Context: an optimization exercise on an open-source flow, tuned for small area, a short achievable clock period and few clock cycles. The choices shown serve that exercise and are no tape-out recipe.

== alpha ==
==> module modulo, before the edit <==
module modulo #(parameter DATA_WIDTH = 8, parameter NRIP = 4)(
  input  logic [DATA_WIDTH-1:0] hi,
  input  logic [DATA_WIDTH-1:0] lo,
  input  logic [DATA_WIDTH-1:0] modulant,
  output logic [DATA_WIDTH-1:0] out
);
logic [DATA_WIDTH-1:0] r [0:DATA_WIDTH];
assign r[0] = hi;
genvar i;
generate
  for (i = 0; i < DATA_WIDTH; i++) begin : g_step
    logic [DATA_WIDTH:0]   d;
    assign d = {r[i], lo[DATA_WIDTH-1-i]};
    if (i < DATA_WIDTH - NRIP) begin : g_fast
      logic [DATA_WIDTH+1:0] t;
      assign t = {1'b0, d} - {2'b00, modulant};
      assign r[i+1] = t[DATA_WIDTH+1] ? d[DATA_WIDTH-1:0] : t[DATA_WIDTH-1:0];
    end else begin : g_ripple
      logic [DATA_WIDTH+1:0] bw;
      logic [DATA_WIDTH:0]   df, mm;
      assign mm = {1'b0, modulant};
      assign bw[0] = 1'b0;
      for (genvar k = 0; k <= DATA_WIDTH; k++) begin : g_bit
        assign df[k]   = d[k] ^ mm[k] ^ bw[k];
        assign bw[k+1] = (~d[k] & mm[k]) | (~(d[k] ^ mm[k]) & bw[k]);
      end
      assign r[i+1] = bw[DATA_WIDTH+1] ? d[DATA_WIDTH-1:0] : df[DATA_WIDTH-1:0];
    end
  end
endgenerate
assign out = r[DATA_WIDTH];
endmodule
clock: 120.0 ns
lec_check: 0
cap_margin: 20
core_margin: 2
core_utilization: 40
slew_margin: 20
standard.sh (not shown) runs the stock make flow with config.mk's settings and CLKGATE_MAP_FILE= SYNTH_SCRIPT=/design/flow/synth_recipe.tcl, a recipe that flattens the netlist after the stock synthesis.
==> flow/flow/run.sh <==
#!/bin/bash
# Own layout flow: the standard layout (standard.sh) with two changes.
#  1. Synthesis runs the standard flow's synthesis script with ABC mapping for area
#     (flow/synth.tcl, flow/area.abc); registers come out as in the standard
#     synthesis, only the logic between them is mapped differently.
#  2. Port buffers are sky130_fd_sc_hd__buf_2 cells (buffer_ports -buffer_cell).
# Every step's full log is in orfs/logs/; make's own output is in flow_make.log.
set -euo pipefail
W=$(pwd)
export OWN_ABC_SCRIPT=$W/flow/area.abc
export OWN_ABC_D=22000
export SETUP_SLACK_MARGIN=94.9
export SETUP_MOVE_SEQUENCE=sizeup,swap
export BUFFER_PORTS_ARGS="-buffer_cell sky130_fd_sc_hd__buf_2"
sed "s#SYNTH_SCRIPT=[^ ]*#SYNTH_SCRIPT=$W/flow/synth.tcl#" standard.sh > own_standard.sh
grep -q "SYNTH_SCRIPT=$W/flow/synth.tcl" own_standard.sh
bash own_standard.sh > flow_make.log 2>&1
test -s out/final.def
==> flow/flow/area.abc <==
strash
dc2
dch
map -a
strash
dc2
dch
map -a
strash
dc2
dch
map -a
topo
stime -c
buffer -c
upsize -c
dnsize -c
==> flow/flow/synth.tcl <==
# The standard flow's synthesis script (synth_recipe.tcl) unchanged, except that ABC maps
# the logic with the script in $OWN_ABC_SCRIPT (delay target $OWN_ABC_D ps)
# in place of ORFS's abc_speed / abc_area script.
proc synth {args} { yosys synth -nofsm -noshare {*}$args }
proc abc {args} {
  set i [lsearch -exact $args -script]
  if {$i >= 0} { lset args [expr {$i + 1}] $::env(OWN_ABC_SCRIPT) }
  set i [lsearch -exact $args -D]
  if {$i >= 0} { set args [lreplace $args $i [expr {$i + 1}]] }
  if {[info exists ::env(OWN_ABC_D)]} { lappend args -D $::env(OWN_ABC_D) }
  yosys abc {*}$args
}
source $::env(SCRIPTS_DIR)/synth.tcl
# left out here: clear keep_hierarchy, flatten, clean up, hide names made inside functions, write 1_2_yosys.v
Input-level comparison between beta and alpha:
--- a/flow/design.v
+++ b/flow/design.v
@@ -1,3 +1,3 @@
-module modulo #(parameter DATA_WIDTH = 8, parameter NRIP = 4)(
+module modulo #(parameter DATA_WIDTH = 8, parameter NRIP = 1)(
   input  logic [DATA_WIDTH-1:0] hi,
   input  logic [DATA_WIDTH-1:0] lo,
## What came out
The number of standard cells in the layout, taps in and fillers out of beta is higher than that of alpha.
| final setup slack of the worst path | beta vs alpha | better |
beta: PASS, flow complete, no timing, DRC or antenna violations
sky130_fd_sc_hd__fa_2 as the critical path's slowest cell was reported by alpha, and sky130_fd_sc_hd__edfxtp_1 by beta.
Diff beta..alpha | proportion of final cell area spent on non-clock buffers | negligible
In beta, routing usage on met1 is higher than in alpha.
Diff alpha -> beta | number of nets in the finished design | increase of 63
Post-synthesis area per instance, beta vs alpha: down by a few percent
Function was not checked in any run of this note: the RTL went through the layout flow alone.

---

Another version of the RTL of accelerator_interface (not shown whole).
For scale: roughly 610 cells after synthesis, roughly 44 flip-flops, roughly 38 I/O pins, about 0.0056 mm² of cells after synthesis.
==> module modulo, before the edit <==
module modulo #(parameter DATA_WIDTH = 8, parameter NRIP = 8)(
  input  logic [DATA_WIDTH-1:0] hi,
  input  logic [DATA_WIDTH-1:0] lo,
  input  logic [DATA_WIDTH-1:0] modulant,
  output logic [DATA_WIDTH-1:0] out
);
logic [DATA_WIDTH-1:0] r [0:DATA_WIDTH];
assign r[0] = hi;
genvar i;
generate
  for (i = 0; i < DATA_WIDTH; i++) begin : g_step
    logic [DATA_WIDTH:0]   d;
    assign d = {r[i], lo[DATA_WIDTH-1-i]};
    if (i < DATA_WIDTH - NRIP) begin : g_fast
      logic [DATA_WIDTH+1:0] t;
      assign t = {1'b0, d} - {2'b00, modulant};
      assign r[i+1] = t[DATA_WIDTH+1] ? d[DATA_WIDTH-1:0] : t[DATA_WIDTH-1:0];
    end else begin : g_ripple
      logic [DATA_WIDTH+1:0] bw;
      logic [DATA_WIDTH:0]   df, mm;
      assign mm = {1'b0, modulant};
      assign bw[0] = 1'b0;
      for (genvar k = 0; k <= DATA_WIDTH; k++) begin : g_bit
        assign df[k]   = d[k] ^ mm[k] ^ bw[k];
        assign bw[k+1] = (~d[k] & mm[k]) | (~(d[k] ^ mm[k]) & bw[k]);
      end
      assign r[i+1] = bw[DATA_WIDTH+1] ? d[DATA_WIDTH-1:0] : df[DATA_WIDTH-1:0];
    end
  end
endgenerate
assign out = r[DATA_WIDTH];
endmodule
export LEC_CHECK = 0
export CAP_MARGIN = 20
export CORE_MARGIN = 2
export CORE_UTILIZATION = 40
export SLEW_MARGIN = 20
create_clock -name core_clock -period 120.0 [get_ports {clk}]
Scripts as last shown in full above: flow/flow/run.sh, flow/flow/area.abc, flow/flow/synth.tcl
The first run went through all stages and came out clean.
==> next run, changes <==
--- a/flow/design.v
+++ b/flow/design.v
@@ -1,6 +1,6 @@
-module modulo #(parameter DATA_WIDTH = 8, parameter NRIP = 8)(
+module modulo #(parameter DATA_WIDTH = 8, parameter NRIP = 2)(
   input  logic [DATA_WIDTH-1:0] hi,
   input  logic [DATA_WIDTH-1:0] lo,
   input  logic [DATA_WIDTH-1:0] modulant,
   output logic [DATA_WIDTH-1:0] out
 );
Result: Routed wire length rose by 11%. Synthesized cell count is higher by about 27%. Core utilization fell by 1.7 points. Global-route usage is lower by 1.4 points. Via count went up by 19%. Sequential cell count stays the same. Worst setup slack is better by 4.2 ns. Cell area went up by about 10%. Die area grows by 13%. Area after synthesis went up by about 13%.
No run of this note included a check of the RTL's function; only the layout flow was run.

afterwards: timing with drivers on the ports:
The results above use ideal ports. As a check the final layouts listed here were re-extracted and re-timed, cells and wires unchanged.
Step 1 assumes that a clkbuf_16 drives the clock port and a buf_2 every other input.
Step 2, shift: input delay + t, output delay - t, t = (earliest + latest rising clock arrival at the registers) / 2. This alone moves slack from input paths to output paths.
a / b / c = ideal / step 1 / step 2; a / b = the first two.
run | t, ns | slack for setup (ns) | worst setup path after step 2
alpha | 0.324 | 94.432 / 94.432 / 94.432 | register to register
beta | 0.315 | 94.911 / 94.879 / 94.698 | input to register
the first run of note 2 | 0.329 | 90.763 / 90.763 / 90.763 | register to register
the second run of note 2 | 0.324 | 94.938 / 94.900 / 94.702 | input to register
After both steps setup and hold are still met in every run listed. For the second run of note 2, which loses most, drivers alone change the setup slack by -0.038 ns; drivers and shift together by -0.236 ns.
